Source: an optimization exercise on an open RTL-to-GDS flow (aim: small area). Production flows keep margins and buffers that such runs may drop. The RTL was checked by simulation tests, not by an equivalence proof against the original design.

**flow/config.mk**
```make
export PLATFORM = sky130hd
export DESIGN_NAME = main
export DESIGN_NICKNAME = main
export VERILOG_FILES = /design/flow/design.v
export SDC_FILE = /design/flow/constraint.sdc
export NUM_CORES = 4
export LEC_CHECK = 0
export ABC_AREA = 1
export CAP_MARGIN = 20
export CORE_MARGIN = 2
export CORE_UTILIZATION = 40
export CTS_BUF_LIST = sky130_fd_sc_hd__clkbuf_4
export CTS_CLUSTER_SIZE = 20
export SLEW_MARGIN = 20
```
**flow/constraint.sdc**
```tcl
create_clock -name core_clock -period 16.0 [get_ports {clk}]
set_input_delay 3.2000 -clock core_clock [delete_from_list [all_inputs] [get_ports {clk}]]
set_output_delay 3.2000 -clock core_clock [all_outputs]
set_load 0.01 [all_outputs]
```
**flow/design.v**
```verilog
module mux
(input [3:0] st, input [8:0] X,
 output [3:0] nst, output ldx, flag,
 output [6:0] display0, display1, display2, display3);
comb_core core(
  .st(st), .X(X), .nst(nst), .ldx(ldx), .flag(flag),
  .display0(display0), .display1(display1), .display2(display2), .display3(display3));
endmodule
module comb_core
(input [3:0] st, input [8:0] X, output [3:0] nst, output ldx, flag, output [6:0] display0, display1, display2, display3);
wire n0;
wire n1;
wire n2;
wire n3;
wire n4;
wire n5;
wire n6;
wire n7;
wire n8;
wire n9;
wire n10;
wire n11;
wire n12;
wire n13;
wire n14;
wire n15;
wire n16;
wire n17;
wire n18;
wire n19;
wire n20;
wire n21;
wire n22;
wire n23;
wire n24;
wire n25;
wire n26;
wire n27;
wire n28;
wire n29;
wire n30;
wire n31;
wire n32;
wire n33;
wire n34;
wire n35;
wire n36;
wire n37;
wire n38;
wire n39;
wire n40;
wire n41;
wire n42;
wire n43;
wire n44;
wire n45;
wire n46;
wire n47;
wire n48;
wire n49;
wire n50;
wire n51;
wire n52;
wire n53;
wire n54;
wire n55;
wire n56;
wire n57;
wire n58;
wire n59;
wire n60;
wire n61;
wire n62;
wire n63;
wire n64;
wire n65;
wire n66;
wire n67;
wire n68;
wire n69;
wire n70;
wire n71;
wire n72;
wire n73;
wire n74;
wire n75;
wire n76;
wire n77;
wire n78;
wire n79;
wire n80;
wire n81;
wire n82;
wire n83;
wire n84;
wire n85;
wire n86;
wire n87;
wire n88;
wire n89;
wire n90;
wire n91;
wire n92;
wire n93;
wire n94;
wire n95;
wire n96;
wire n97;
wire n98;
wire n99;
wire n100;
wire n101;
wire n102;
wire n103;
wire n104;
wire n105;
wire n106;
wire n107;
wire n108;
wire n109;
wire n110;
wire n111;
wire n112;
wire n113;
wire n114;
wire n115;
wire n116;
wire n117;
wire n118;
wire n119;
wire n120;
wire n121;
wire n122;
wire n123;
wire n124;
wire n125;
wire n126;
wire n127;
wire n128;
wire n129;
wire n130;
wire n131;
wire n132;
wire n133;
wire n134;
wire n135;
wire n136;
wire n137;
wire n138;
wire n139;
wire n140;
wire n141;
wire n142;
wire n143;
wire n144;
wire n145;
wire n146;
wire n147;
wire n148;
wire n149;
wire n150;
wire n151;
wire n152;
wire n153;
wire n154;
wire n155;
wire n156;
wire n157;
wire n158;
wire n159;
wire n160;
wire n161;
wire n162;
wire n163;
wire n164;
wire n165;
wire n166;
wire n167;
wire n168;
wire n169;
wire n170;
wire n171;
wire n172;
wire n173;
wire n174;
wire n175;
wire n176;
wire n177;
wire n178;
wire n179;
wire n180;
wire n181;
wire n182;
wire n183;
wire n184;
wire n185;
wire n186;
wire n187;
wire n188;
wire n189;
wire n190;
wire n191;
wire n192;
wire n193;
wire n194;
wire n195;
wire n196;
wire n197;
wire n198;
wire n199;
wire n200;
wire n201;
wire n202;
wire n203;
wire n204;
wire n205;
wire n206;
wire n207;
wire n208;
wire n209;
wire n210;
wire n211;
wire n212;
wire n213;
wire n214;
wire n215;
wire n216;
wire n217;
wire n218;
wire n219;
wire n220;
wire n221;
wire n222;
wire n223;
wire n224;
wire n225;
wire n226;
wire n227;
wire n228;
wire n229;
wire n230;
wire n231;
wire n232;
wire n233;
wire n234;
wire n235;
wire n236;
wire n237;
wire n238;
wire n239;
wire n240;
wire n241;
wire n242;
wire n243;
wire n244;
wire n245;
wire n246;
wire n247;
wire n248;
wire n249;
wire n250;
wire n251;
wire n252;
wire n253;
wire n254;
wire n255;
wire n256;
wire n257;
wire n258;
wire n259;
wire n260;
wire n261;
wire n262;
wire n263;
wire n264;
wire n265;
wire n266;
wire n267;
wire n268;
wire n269;
wire n270;
wire n271;
wire n272;
wire n273;
wire n274;
wire n275;
wire n276;
wire n277;
wire n278;
wire n279;
wire n280;
wire n281;
wire n282;
wire n283;
wire n284;
wire n285;
wire n286;
wire n287;
wire n288;
wire n289;
wire n290;
wire n291;
wire n292;
wire n293;
wire n294;
wire n295;
wire n296;
wire n297;
wire n298;
wire n299;
wire n300;
wire n301;
wire n302;
wire n303;
wire n304;
wire n305;
wire n306;
wire n307;
wire n308;
wire n309;
wire n310;
wire n311;
wire n312;
wire n313;
wire n314;
wire n315;
wire n316;
wire n317;
wire n318;
wire n319;
wire n320;
wire n321;
wire n322;
wire n323;
wire n324;
wire n325;
wire n326;
wire n327;
wire n328;
wire n329;
wire n330;
wire n331;
wire n332;
wire n333;
wire n334;
wire n335;
assign n0 = ~st[2] & ~st[3];
assign n1 = st[0] & n0;
assign n2 = ~st[0] & ~st[3];
assign n3 = st[0] & st[3];
assign n4 = ~n2 & ~n3;
assign n5 = st[1] & ~n0;
assign n6 = ~n4 & n5;
assign nst[0] = ~n1 & ~n6;
assign n7 = ~st[0] & st[1];
assign n8 = ~st[1] & ~n2;
assign n9 = ~n7 & ~n8;
assign n10 = ~st[2] & n9;
assign n11 = ~n0 & n7;
assign nst[1] = ~(~n10 & ~n11);
assign n12 = ~st[3] & n9;
assign n13 = st[2] & ~n12;
assign n14 = ~n3 & ~n13;
assign nst[2] = nst[1] & ~n14;
assign ldx = ~(st[1] & nst[1]);
assign nst[3] = ~n3 & ~ldx;
assign n15 = ~n7 & n14;
assign flag = ~nst[1] & ~n15;
assign n16 = X[0] & X[6];
assign n17 = X[2] & X[4];
assign n18 = X[1] & X[5];
assign n19 = ~n17 & ~n18;
assign n20 = n17 & n18;
assign n21 = ~n19 & ~n20;
assign n22 = ~n16 & n21;
assign n23 = n16 & ~n21;
assign n24 = ~n22 & ~n23;
assign n25 = X[1] & X[4];
assign n26 = ~X[2] & X[3];
assign n27 = X[2] & ~X[3];
assign n28 = ~X[5] & ~n27;
assign n29 = X[0] & ~n28;
assign n30 = n26 & n29;
assign n31 = ~n26 & ~n29;
assign n32 = ~n30 & ~n31;
assign n33 = n25 & n32;
assign n34 = X[3] & ~n25;
assign n35 = X[3] & X[4];
assign n36 = ~X[3] & X[4];
assign n37 = ~X[2] & ~X[4];
assign n38 = X[3] & ~n37;
assign n39 = ~n17 & n38;
assign n40 = ~n36 & ~n39;
assign n41 = X[0] & ~n40;
assign n42 = ~n26 & ~n27;
assign n43 = X[1] & ~n42;
assign n44 = n41 & n43;
assign n45 = X[1] & ~n36;
assign n46 = ~n34 & n45;
assign n47 = ~X[1] & ~n26;
assign n48 = ~n46 & ~n47;
assign n49 = ~n44 & n48;
assign n50 = ~n35 & ~n49;
assign n51 = n32 & ~n50;
assign n52 = n34 & ~n51;
assign n53 = ~n33 & ~n52;
assign n54 = n24 & n53;
assign n55 = ~n24 & ~n53;
assign n56 = st[3] & ~n15;
assign n57 = ~n55 & n56;
assign n58 = ~n54 & n57;
assign n59 = X[7] & n58;
assign n60 = X[0] & n56;
assign n61 = n48 & n56;
assign n62 = ~n60 & ~n61;
assign n63 = X[0] & X[5];
assign n64 = ~n50 & n63;
assign n65 = ~X[5] & n50;
assign n66 = ~n64 & ~n65;
assign n67 = ~n62 & n66;
assign n68 = X[6] & n67;
assign n69 = ~n41 & ~n43;
assign n70 = ~n44 & ~n69;
assign n71 = n56 & n70;
assign n72 = ~X[5] & ~n71;
assign n73 = X[1] & n56;
assign n74 = X[2] & n73;
assign n75 = ~n60 & ~n74;
assign n76 = ~X[3] & n75;
assign n77 = X[1] & ~X[3];
assign n78 = ~n75 & ~n77;
assign n79 = ~n76 & ~n78;
assign n80 = ~n13 & ~n79;
assign n81 = ~X[0] & ~n80;
assign n82 = st[2] & X[1];
assign n83 = ~n42 & ~n82;
assign n84 = n56 & n83;
assign n85 = ~n81 & n84;
assign n86 = ~X[2] & ~n85;
assign n87 = ~X[0] & n77;
assign n88 = n56 & ~n87;
assign n89 = ~n86 & n88;
assign n90 = X[4] & n89;
assign n91 = X[3] & ~n75;
assign n92 = ~n89 & n91;
assign n93 = ~n90 & ~n92;
assign n94 = X[5] & n71;
assign n95 = ~n72 & ~n94;
assign n96 = n93 & n95;
assign n97 = ~n72 & ~n96;
assign n98 = ~X[6] & ~n67;
assign n99 = ~n68 & ~n98;
assign n100 = n97 & n99;
assign n101 = ~n68 & ~n100;
assign n102 = ~X[7] & ~n58;
assign n103 = ~n59 & ~n102;
assign n104 = ~n101 & n103;
assign n105 = ~n59 & ~n104;
assign n106 = ~n19 & ~n22;
assign n107 = X[2] & X[5];
assign n108 = X[1] & X[6];
assign n109 = X[0] & X[7];
assign n110 = ~n108 & ~n109;
assign n111 = n108 & n109;
assign n112 = ~n110 & ~n111;
assign n113 = ~n107 & n112;
assign n114 = n107 & ~n112;
assign n115 = ~n113 & ~n114;
assign n116 = ~n106 & n115;
assign n117 = n106 & ~n115;
assign n118 = ~n116 & ~n117;
assign n119 = ~n36 & n118;
assign n120 = n36 & ~n118;
assign n121 = ~n119 & ~n120;
assign n122 = ~X[1] & ~X[5];
assign n123 = ~n19 & ~n122;
assign n124 = n38 & n123;
assign n125 = n121 & n124;
assign n126 = ~n121 & ~n124;
assign n127 = ~n125 & ~n126;
assign n128 = ~n55 & ~n127;
assign n129 = X[0] & n124;
assign n130 = n121 & ~n129;
assign n131 = ~n121 & n129;
assign n132 = ~n130 & ~n131;
assign n133 = n55 & ~n132;
assign n134 = ~n128 & ~n133;
assign n135 = n56 & ~n134;
assign n136 = ~X[8] & n135;
assign n137 = X[8] & ~n135;
assign n138 = ~n136 & ~n137;
assign n139 = ~n105 & ~n138;
assign n140 = n105 & n138;
assign n141 = n13 & ~n140;
assign n142 = ~n139 & n141;
assign n143 = ~n110 & ~n113;
assign n144 = ~n128 & ~n130;
assign n145 = ~n143 & n144;
assign n146 = n143 & ~n144;
assign n147 = ~n145 & ~n146;
assign n148 = X[2] & X[6];
assign n149 = X[0] & X[8];
assign n150 = ~n148 & n149;
assign n151 = n148 & ~n149;
assign n152 = ~n150 & ~n151;
assign n153 = X[1] & X[7];
assign n154 = ~n35 & ~n153;
assign n155 = n35 & n153;
assign n156 = ~n154 & ~n155;
assign n157 = ~n152 & n156;
assign n158 = n152 & ~n156;
assign n159 = ~n157 & ~n158;
assign n160 = X[3] & X[5];
assign n161 = ~n116 & ~n160;
assign n162 = ~n119 & n161;
assign n163 = ~n117 & n160;
assign n164 = ~n162 & ~n163;
assign n165 = n159 & n164;
assign n166 = ~n159 & ~n164;
assign n167 = ~n165 & ~n166;
assign n168 = n147 & n167;
assign n169 = ~n147 & ~n167;
assign n170 = ~st[2] & n56;
assign n171 = ~n169 & n170;
assign n172 = ~n168 & n171;
assign n173 = ~n142 & ~n172;
assign n174 = ~n13 & n58;
assign n175 = ~n97 & ~n99;
assign n176 = n13 & ~n100;
assign n177 = ~n175 & n176;
assign n178 = ~n174 & ~n177;
assign n179 = ~n173 & n178;
assign n180 = n173 & ~n178;
assign n181 = ~n179 & ~n180;
assign n182 = ~n13 & n135;
assign n183 = n101 & ~n103;
assign n184 = n13 & ~n104;
assign n185 = ~n183 & n184;
assign n186 = ~n182 & ~n185;
assign n187 = ~n179 & ~n186;
assign n188 = ~n13 & ~n67;
assign n189 = ~n93 & ~n95;
assign n190 = n13 & ~n96;
assign n191 = ~n189 & n190;
assign n192 = ~n188 & ~n191;
assign n193 = n187 & ~n192;
assign n194 = ~n181 & ~n193;
assign n195 = ~X[4] & ~n89;
assign n196 = ~n90 & ~n195;
assign n197 = n13 & ~n196;
assign n198 = ~n13 & ~n71;
assign n199 = ~n197 & ~n198;
assign n200 = n194 & ~n199;
assign n201 = ~n187 & n192;
assign n202 = n179 & n186;
assign n203 = ~n193 & ~n202;
assign n204 = ~n201 & n203;
assign n205 = n200 & n204;
assign n206 = ~n181 & ~n192;
assign n207 = ~n203 & ~n206;
assign n208 = n199 & n207;
assign n209 = ~n205 & ~n208;
assign n210 = ~n13 & ~n89;
assign n211 = n79 & ~n210;
assign n212 = ~n85 & ~n211;
assign n213 = ~n209 & ~n212;
assign n214 = n200 & ~n207;
assign n215 = ~n204 & ~n214;
assign n216 = n212 & n215;
assign n217 = n209 & n216;
assign n218 = ~n194 & n199;
assign n219 = ~n200 & ~n207;
assign n220 = ~n218 & n219;
assign n221 = ~n217 & ~n220;
assign n222 = ~n213 & n221;
assign n223 = ~n13 & ~n60;
assign n224 = ~X[2] & ~n73;
assign n225 = ~n74 & ~n224;
assign n226 = ~n223 & n225;
assign n227 = n222 & n226;
assign n228 = n216 & n220;
assign n229 = ~n221 & ~n228;
assign n230 = ~n226 & n229;
assign n231 = ~n227 & ~n230;
assign n232 = ~n212 & ~n215;
assign n233 = n209 & ~n216;
assign n234 = ~n232 & n233;
assign n235 = ~n222 & ~n234;
assign n236 = ~n220 & n234;
assign n237 = ~n235 & ~n236;
assign n238 = n231 & ~n237;
assign n239 = ~X[1] & ~n60;
assign n240 = X[1] & n60;
assign n241 = ~n13 & ~n73;
assign n242 = ~n240 & ~n241;
assign n243 = ~n239 & n242;
assign n244 = n238 & ~n243;
assign n245 = ~n226 & ~n234;
assign n246 = ~n229 & ~n245;
assign n247 = ~n230 & ~n246;
assign n248 = ~n244 & ~n247;
assign n249 = ~n234 & ~n243;
assign n250 = ~n231 & ~n249;
assign n251 = n248 & ~n250;
assign n252 = n244 & ~n246;
assign n253 = ~n248 & ~n252;
assign n254 = X[0] & n13;
assign n255 = ~n56 & n254;
assign n256 = n253 & ~n255;
assign n257 = ~n253 & n255;
assign n258 = ~n256 & ~n257;
assign n259 = ~n234 & n250;
assign n260 = ~n238 & ~n259;
assign n261 = n243 & n260;
assign n262 = ~n244 & ~n261;
assign n263 = ~n3 & ~n170;
assign n264 = ~n223 & ~n263;
assign n265 = n262 & n264;
assign n266 = ~n262 & ~n264;
assign n267 = ~n265 & ~n266;
assign display0[3] = n258 & ~n267;
assign display0[0] = ~n251 & display0[3];
assign n268 = ~n256 & ~n262;
assign n269 = n258 & ~n264;
assign n270 = ~n268 & ~n269;
assign n271 = ~n251 & ~n268;
assign n272 = ~n270 & ~n271;
assign display0[1] = ~display0[3] & n272;
assign display0[4] = ~(~n264 & ~display0[3]);
assign n273 = n256 & n262;
assign n274 = ~n269 & ~n273;
assign display0[5] = n271 & n274;
assign display0[2] = ~display0[4] & display0[5];
assign display0[6] = n258 & ~n272;
assign n275 = ~n226 & n234;
assign n276 = ~n229 & ~n275;
assign n277 = ~n194 & ~n207;
assign n278 = ~n205 & ~n277;
assign n279 = ~n173 & ~n202;
assign n280 = ~n278 & n279;
assign n281 = n278 & ~n279;
assign n282 = ~n280 & ~n281;
assign n283 = n215 & ~n228;
assign n284 = ~n205 & ~n283;
assign n285 = n173 & ~n186;
assign n286 = ~n207 & n285;
assign n287 = ~n202 & ~n286;
assign n288 = n284 & ~n287;
assign n289 = ~n282 & ~n288;
assign n290 = n282 & n288;
assign n291 = ~n289 & ~n290;
assign n292 = n276 & ~n291;
assign n293 = ~n187 & n280;
assign n294 = ~n284 & n293;
assign n295 = ~n288 & ~n294;
assign n296 = n292 & ~n295;
assign n297 = ~n276 & ~n282;
assign n298 = ~n284 & n287;
assign n299 = ~n293 & ~n298;
assign n300 = n297 & n299;
assign n301 = ~n288 & n300;
assign n302 = ~n296 & ~n301;
assign n303 = ~n297 & ~n299;
assign n304 = n295 & ~n303;
assign n305 = n260 & ~n304;
assign n306 = ~n260 & n304;
assign n307 = ~n305 & ~n306;
assign n308 = n302 & n307;
assign n309 = ~n250 & ~n252;
assign n310 = ~n273 & n309;
assign n311 = ~n291 & ~n300;
assign n312 = ~n276 & ~n311;
assign n313 = ~n292 & ~n312;
assign n314 = n308 & n313;
assign display1[4] = ~(~n310 & ~n314);
assign n315 = ~n305 & n313;
assign n316 = n260 & ~n302;
assign n317 = ~n315 & ~n316;
assign n318 = n310 & ~n317;
assign n319 = ~n308 & ~n318;
assign display1[6] = ~n314 & ~n319;
assign n320 = n310 & ~display1[6];
assign display1[3] = display1[4] & ~n320;
assign display1[0] = n308 & display1[3];
assign display1[1] = ~n317 & ~display1[3];
assign n321 = n307 & ~n310;
assign n322 = n305 & ~n313;
assign n323 = n302 & ~n315;
assign n324 = ~n322 & n323;
assign display1[5] = ~n321 & n324;
assign display1[2] = ~n310 & display1[5];
assign n325 = ~n304 & ~n322;
assign n326 = n302 & ~n325;
assign n327 = ~n287 & ~n311;
assign display2[4] = ~(n326 & ~n327);
assign n328 = ~n287 & ~n290;
assign n329 = ~n279 & ~n328;
assign n330 = n311 & n329;
assign n331 = ~n311 & ~n329;
assign n332 = ~n330 & ~n331;
assign n333 = ~n326 & ~n332;
assign display2[3] = display2[4] & ~n333;
assign display2[0] = ~n311 & display2[3];
assign n334 = ~n293 & ~n328;
assign display2[1] = ~display2[3] & ~n334;
assign display2[2] = n326 & n330;
assign n335 = ~n278 & n326;
assign display2[5] = n329 & ~n335;
assign display2[6] = n332 & ~display2[1];
assign display3[0] = n187 & n332;
assign display3[1] = 1'b0;
assign display3[2] = 1'b0;
assign display3[6] = 1'b1;
assign display3[3] = display3[0];
assign display3[4] = display3[0];
assign display3[5] = display3[0];
endmodule
module bo
(input clock, ldx,
 input [8:0] X,
 output reg [8:0] regX);
always @(posedge clock)
	if (ldx)
		regX <= X;
endmodule
module bc
(input clock, start,
 input [3:0] nst,
 output reg [3:0] state);
always @(posedge clock)
	if (start)
		state <= nst;
	else
		case (state)
			4'd3, 4'd10: state <= 4'd9;
			4'd11: state <= 4'd5;
			4'd6: state <= 4'd12;
			4'd14: state <= 4'd13;
			default: state <= 4'd2;
		endcase
endmodule
module main
(input clk,
input start,
input[9:0] x,
output flag,
output [6:0] hex0, hex1, hex2, hex3);
wire [3:0] state, nst;
wire [8:0] regX;
wire ldx;
bc comandBlock(.clock(clk), .start(start), .nst(nst), .state(state));
bo operatorBlock(.clock(clk), .ldx(ldx), .X(x[8:0]), .regX(regX));
mux comb(.st(state), .X(regX), .nst(nst), .ldx(ldx), .flag(flag),
          .display0(hex0), .display1(hex1), .display2(hex2), .display3(hex3));
endmodule
```
**flow/flow/run.sh**
```bash
#!/bin/bash
# Standard layout with these changes:
#  - synthesis is the standard one except that ABC maps for area with amap
#    (flow/map.abc) and Yosys's full-adder extraction is skipped;
#  - then every combinational cell is set to its smallest drive strength
#    (the flow's own repair steps size up whatever needs it);
#  - the port buffers are buf_1.
set -euo pipefail
R=orfs/results/$FLOW_PLATFORM/main/base
bash flow/mksynth.sh . flow/map.abc synth_recipe.tcl > mksynth.log 2>&1
bash standard.sh SYNTH_SCRIPT=$PWD/my_synth_recipe.tcl ADDER_MAP_FILE= synth > synth.log 2>&1
cp $R/1_2_yosys.v 1_2_yosys.amap.v
python3 flow/downsize.py $FLOW_HOME/platforms/$FLOW_PLATFORM/lib/sky130_fd_sc_hd__tt_025C_1v80.lib \
    1_2_yosys.amap.v $R/1_2_yosys.v > downsize.log 2>&1
bash standard.sh 'BUFFER_PORTS_ARGS=-buffer_cell sky130_fd_sc_hd__buf_1' \
    'CTS_ARGS=-sink_clustering_enable -repair_clock_nets -buf_list sky130_fd_sc_hd__clkbuf_4 -root_buf sky130_fd_sc_hd__clkbuf_4 -dont_use_dummy_load -sink_clustering_size 20 -sink_clustering_max_diameter 500' \
    finish > layout.log 2>&1
```
**flow/flow/downsize.py**
```python
# Rewrites a mapped netlist with each combinational cell X_N replaced by the
# smallest-area drive strength of X that has the same pins. Flip-flops keep
# their cell (their drive strength may change, but is left as is here).
import re, sys
lib, src, dst = sys.argv[1:4]
t = open(lib).read()
cells = {}
for m in re.finditer(r'\n\s*cell\s*\(\s*"?(\w+)"?\s*\)\s*\{', t):
    name = m.group(1)
    body = t[m.end():m.end() + 20000]
    nxt = re.search(r'\n\s*cell\s*\(', body)
    if nxt: body = body[:nxt.start()]
    area = float(re.search(r'area\s*:\s*([\d.]+)', body).group(1))
    pins = tuple(sorted(re.findall(r'\n\s*pin\s*\(\s*"?(\w+)"?\s*\)', body)))
    seq = bool(re.search(r'\bff\s*\(|\blatch\s*\(|statetable', body))
    cells[name] = (area, pins, seq)
dont = set()
def family(n):
    m = re.match(r'(sky130_fd_sc_hd__\w+?)_(\d+)$', n)
    return m.group(1) if m else None
best = {}
for n, (a, p, s) in cells.items():
    f = family(n)
    if f is None or s or 'lpflow' in n or 'probe' in n: continue
    k = (f, p)
    if k not in best or a < cells[best[k]][0]:
        best[k] = n
v = open(src).read()
count = {}
out = []
for line in v.split('\n'):
    m = re.match(r'^(\s*)(sky130_fd_sc_hd__\w+)(\s.*)$', line)
    if m:
        n = m.group(2)
        if n in cells and not cells[n][2]:
            f = family(n)
            if f and not f.endswith('conb'):
                b = best.get((f, cells[n][1]), n)
                if b != n:
                    count[(n, b)] = count.get((n, b), 0) + 1
                    line = m.group(1) + b + m.group(3)
    out.append(line)
open(dst, 'w').write('\n'.join(out))
for (a, b), c in sorted(count.items()):
    print(a, '->', b, c)
```
**flow/flow/map.abc**
```
strash
dc2
dch -f
amap
topo
```
**flow/flow/mksynth.sh**
```bash
#!/bin/bash
# mksynth.sh DIR ABC_SCRIPT FLOW_SYNTH_TCL: writes DIR/my_synth.tcl (ORFS's synth.tcl
# with the ABC mapping script replaced) and DIR/my_synth_recipe.tcl (the standard flow's
# synthesis script, sourcing my_synth.tcl instead of ORFS's synth.tcl).
set -euo pipefail
D=$(cd "$1" && pwd); A=$(cd "$(dirname "$2")" && pwd)/$(basename "$2")
sed "s#^\(\s*\)log_cmd abc {\*}\$abc_args#\1log_cmd abc {*}[lreplace \$abc_args 1 1 $A]#" \
    $FLOW_HOME/scripts/synth.tcl > $D/my_synth.tcl
grep -q "lreplace" $D/my_synth.tcl
sed "s#^source \$::env(SCRIPTS_DIR)/synth.tcl#source $D/my_synth.tcl#" "$3" > $D/my_synth_recipe.tcl
grep -q "my_synth.tcl" $D/my_synth_recipe.tcl
```
**flow/standard.sh**
```bash
#!/bin/bash
# synth_recipe.tcl (not shown) runs the flow's synth.tcl, then flattens the netlist and writes it again
# the make line also repeats each setting of config.mk as NAME=value (left out here)
make -C /OpenROAD-flow-scripts/flow DESIGN_CONFIG=/design/flow/config.mk WORK_HOME=/design/flow/orfs CLKGATE_MAP_FILE= SYNTH_SCRIPT=/design/flow/synth_recipe.tcl "${@:-finish}"
```
==> reports/metrics.cfg, run 1 <==
[setup_path]
crit_path_start_kind=register
r2r_slack_ps=13980
cp_slowest_cell=a2111oi_0
reg2reg_to=comandBlock.state[3]
path_class=register to output port
critPathArrivalTime_ps=8930
cpPeakStageDelay_ps=440
crit_required_ps=12800
cp_max_fo=11
r2r_cells=8
crit_top_cell=nor2_1
worstReg2RegStart=comandBlock.state[1]
critPathCaptureType=output port

[floorplan]
row_count=23
die_y_um=69.5
start_util_pct=42.3
dieArea_mm2=0.00483
fp.dieW_um=69.5
core_mm2=0.00406
io_pins=41

[timing]
fmax_mhz=82.4
slew_headroom_pct=62.0
finalClockSkew_ps=10.6
drv_slew=0
final.setup.tns_ps=0
hold_violations=0
setup-violations-final=0
worstMarginPinSlew_ps=556
rsz0062_at_grt=no
period_share_pct=75.8
fin_crit_ps=12130
setup_ws_ps=3870

[hold_path]
holdCritStartpoint=comandBlock.state[0]
hold_depth=2
worstHoldEndpoint=comandBlock.state[2]
hp-class=register to register

[clock_tree]
cts_tree=done
cts_resized=0
clkTransAtPathRegs_ps=80
root_buffer=clkbuf_4
clock_latency_ps=270
htree_levels=1
cts_made_buffers=3
clock-sinks=13
max-clock-path-buffers=2
holdBufCountCts=0
post_cts_buffers=0

[place]
gp_congestion=0.820
post_dp_cell_area_mm2=0.00190
numPortBuffers=36
dp_hpwl_um=3480
place_ws_ps=4210

[global_route]
grt_pass1_vias=1809
grt_max_degree=12
grt_usage_pct=17.8
grt_pass1_wl_um=7340
grt_antenna_before_repair=0
grt_overflow=0

[drt]
firstDrtPassIters=4
first_iter_violations=63
postRouteAntennaNets=0
dr_total_vias=2024
wirelength_um=4110
drc=0
wl_per_cell_um=10.7
drt-vias-per-instance=5.28

[outcome]
outcome=complete, no violations

[cells_and_area]
multi_input_area_mm2=0.00119
syn_to_final_growth_pct=12.2
drive_gt1_share_pct=1.20
nets=347
antenna_cells=0
fin_area_mm2=0.00193
seq_area_um2=350
fill_cells=438

[yosys]
synth_cells=298
ys.warnings.count=2
synth_area_per_cell_um2=5.76
synth_area_mm2=0.00172

[job]
max-cap-violations=0

worst max-delay path: cells and delay by family (launching register included):
family	cells	cell delay, ps
compound gates	18	3450
buf+inv	10	1450
flops	1	340
simple gates	24	3410
metal layers:
metal  part of all wire, %  track usage [%]
met2                    44             29.4
met5                     0                0
met4                   1.9             6.75
met3                   5.0             1.89
met1                    49             23.8
registers in the layout, indices dropped and copies added (netlist names):
name / cells
operatorBlock.regX: 9
comandBlock.state: 4
per-stage QoR:
| step | hold slack, ps | util [%] | instances |
|---|---|---|---|
| floorplan | 483 | - | 299 |
| global placement | 517 | 46.9 | 380 |
| detailed placement | 522 | 46.9 | 380 |
| CTS | 533 | 47.5 | 383 |
| global route | 588 | 47.5 | 383 |
| finish | 528 | 47.5 | 383 |
worst max-delay path by stage:
stage | startpoint | slack (ps) | to | depth (start not counted)
2_1_floorplan | comandBlock.state[0] | 4810 | hex1[2] | 45
3_3_place_gp | comandBlock.state[1] | 4330 | hex2[6] | 54
3_5_place_dp | comandBlock.state[1] | 4210 | hex2[6] | 54
4_1_cts | comandBlock.state[1] | 3880 | hex2[6] | 54
5_1_grt | comandBlock.state[1] | 2500 | hex2[6] | 54
6_report | comandBlock.state[1] | 3870 | hex1[1] | 52
layout by cell type (no fill, tap or decap), types with 2 or more instances in the layout:
master     count
o221ai_1       5
a22oi_1        2
a221oi_1       2
edfxtp_1       9
clkinv_1      42
conb_1         3
o21ai_0       35
nand2_1       28
a21oi_1       26
and2_0         2
a211oi_1       4
o22ai_1        5
o21a_1         7
o32ai_1        5
nor2_1        80
clkbuf_4       3
or2_0          5
buf_1         36
o211ai_1       3
nor2b_1        6
dfxtp_1        4
nor3_1         9
a2111oi_0      3
area by class of cell:
cell class,instances,share of cell area (%)
inverters,42,8.19
clock buffers,3,1.17
flip-flops and latches,13,18.2
multi-input cells,238,61.8
well taps,50,3.25
repair buffers,37,7.41
==> run 2, diff against run 1 <==
--- a/flow/flow/run.sh
+++ b/flow/flow/run.sh
@@ -14,4 +14,2 @@
     1_2_yosys.amap.v $R/1_2_yosys.v > downsize.log 2>&1
-bash standard.sh 'BUFFER_PORTS_ARGS=-buffer_cell sky130_fd_sc_hd__buf_1' \
-    'CTS_ARGS=-sink_clustering_enable -repair_clock_nets -buf_list sky130_fd_sc_hd__clkbuf_4 -root_buf sky130_fd_sc_hd__clkbuf_4 -dont_use_dummy_load -sink_clustering_size 20 -sink_clustering_max_diameter 500' \
-    finish > layout.log 2>&1
+bash standard.sh 'BUFFER_PORTS_ARGS=-buffer_cell sky130_fd_sc_hd__buf_1' finish > layout.log 2>&1
==> reports/metrics.cfg, run 2 <==
[global_route]
grt_overflow=0  ; unchanged
grt_usage_pct=17.8  ; unchanged
grt_pass1_wl_um=7340  ; unchanged
grt_pass1_vias=1809  ; unchanged
grt_antenna_before_repair=0  ; unchanged
grt_max_degree=12  ; unchanged

[floorplan]
core_mm2=0.00406  ; unchanged
die_y_um=69.5  ; unchanged
row_count=23  ; unchanged
io_pins=41  ; unchanged
dieArea_mm2=0.00483  ; unchanged
fp.dieW_um=69.5  ; unchanged
start_util_pct=42.3  ; unchanged

[setup_path]
cp_max_fo=11  ; unchanged
crit_required_ps=12800  ; about the same
cpPeakStageDelay_ps=440  ; about the same
path_class=register to output port
cp_slowest_cell=a2111oi_0
crit_top_cell=nor2_1
critPathCaptureType=output port
crit_family=compound AO/OA/AOI/OAI gates
critPathArrivalTime_ps=8960  ; +30 ps
cp.buffers_inverters=10  ; unchanged
crit_path_start_kind=register

[clock_tree]
holdBufCountCts=0  ; unchanged
htree_levels=1  ; unchanged
clock-sinks=13  ; unchanged
root_buffer=clkbuf_4
max-clock-path-buffers=2  ; unchanged
clock_latency_ps=280  ; about the same
cts_made_buffers=3  ; unchanged
cts_tree=done
cts_resized=0  ; unchanged
clkTransAtPathRegs_ps=80  ; about the same
post_cts_buffers=0  ; unchanged

[job]
max-cap-violations=0  ; unchanged

[timing]
period_share_pct=76.0  ; +0.15 points
worstMarginPinSlew_ps=560  ; +4.37 ps
fin_crit_ps=12160  ; +23.4 ps
setup-violations-final=0  ; unchanged
hold_violations=0  ; unchanged
finalClockSkew_ps=2.75  ; -7.90 ps
rsz0062_at_grt=no
final.setup.tns_ps=0  ; unchanged
fmax_mhz=82.3  ; -0.19%
slew_headroom_pct=61.7  ; -0.30 points
drv_slew=0  ; unchanged

[drt]
dr_total_vias=2015  ; -0.44%
firstDrtPassIters=5  ; +1
drt-vias-per-instance=5.25  ; -0.70%
first_iter_violations=91  ; +44%
wl_per_cell_um=10.7  ; -0.16%
wirelength_um=4120  ; about the same
drc=0  ; unchanged
postRouteAntennaNets=0  ; unchanged

[yosys]
synth_area_per_cell_um2=5.76  ; unchanged
synth_area_mm2=0.00172  ; unchanged
synth_cells=298  ; unchanged
ys.warnings.count=2  ; unchanged

[place]
dp_hpwl_um=3480  ; unchanged
dp_cells=380  ; unchanged
post_dp_cell_area_mm2=0.00190  ; unchanged
numPortBuffers=36  ; unchanged
gp_congestion=0.820  ; unchanged

[cells_and_area]
antenna_cells=0  ; unchanged
top_register=operatorBlock.regX
fill_cells=439  ; +0.23%
nets=347  ; unchanged
largest_registers=operatorBlock.regX: 9 flops, comandBlock.state: 4 flops
final_common_cell=nor2_1
syn_to_final_growth_pct=12.5
drive_gt1_share_pct=1.50  ; +0.30 points
layout_common_cells=nor2_1, clkinv_1, buf_1
largest_reg_flops=9  ; unchanged
fin_area_mm2=0.00193  ; +0.26%
fin_cells=384  ; +0.26%

[hold_path]
hp-class=register to register

[outcome]
outcome=complete, no violations

## run 2: final timing paths
path	from	to	slack (ps)	depth (start not counted)
worst min-delay path	comandBlock.state[1]	comandBlock.state[2]	530	2
worst min register to register	comandBlock.state[1]	comandBlock.state[2]	530	2
worst max register to register	comandBlock.state[1]	comandBlock.state[3]	13990	8
worst max-delay path	comandBlock.state[1]	hex1[1]	3840	52
## run 2: per-stage QoR
| stage | hold slack (ps) | util [%] | worst slack, ps |
|---|---|---|---|
| after floorplan | 483 | - | 4810 |
| after global placement | 517 | 46.9 | 4330 |
| after detailed placement | 522 | 46.9 | 4210 |
| after CTS | 535 | 47.6 | 3880 |
| after global routing | 581 | 47.6 | 2500 |
| final | 526 | 47.6 | 3840 |
## run 2: worst min-delay path: stages (launching register included)
cell and delay (ps):
dfxtp_1 320, clkinv_1 90, o31ai_1 80
## run 2: final cells by class
type / count / area, µm² / share of cell area (%)
multi-input combinational: 238 / 1190 / 61.6
sequential: 13 / 350 / 18.1
inverter: 42 / 158 / 8.17
timing repair buffer: 37 / 143 / 7.39
tap: 50 / 62.6 / 3.24
clock buffer: 3 / 22.5 / 1.17
clock inverter: 1 / 5.00 / 0.259
## run 2: metal layers
layer / GRT usage, % / vias up / routed length (µm)
met5: 0 / - / 0
met4: 6.75 / 0 / 57
met3: 1.89 / 8 / 221
met2: 29.4 / 56 / 1830
met1: 23.8 / 838 / 2010
li1: - / 1113 / -

separate check: timing with driven ports:
The flow's constraints put no driver on any port. The routed layouts listed below were extracted and timed again, unchanged, in two steps.
Step 1 (the two cells are an assumption about what drives the block):
set clk [get_ports {clk}]
set_driving_cell -lib_cell sky130_fd_sc_hd__clkbuf_16 $clk
set_driving_cell -lib_cell sky130_fd_sc_hd__buf_2 [delete_from_list [all_inputs] $clk]
Step 2 adds t to the input delays and takes it off the output delays; t is the mean of the earliest and latest rising clock arrival at the registers after step 1. Input paths then give back, and output paths get back, about the clock's delay inside the block.
a / b / c = ideal ports / drivers / drivers and shift; a / b = the first two.
| run | t, ns | setup WS [ns] | hold WS [ns] | latest minus earliest clock arrival (ns) | slew at the worst register clock pin (ns) |
|---|---|---|---|---|---|
| run 1 | 0.286 | 3.867 / 3.849 / 4.136 | 0.528 / 0.528 / 0.528 | 0.010 / 0.011 | 0.08 / 0.08 |
| run 2 | 0.294 | 3.844 / 3.826 / 4.120 | 0.526 / 0.526 / 0.526 | 0.003 / 0.002 | 0.08 / 0.08 |
After both steps setup and hold are still met in every run listed.
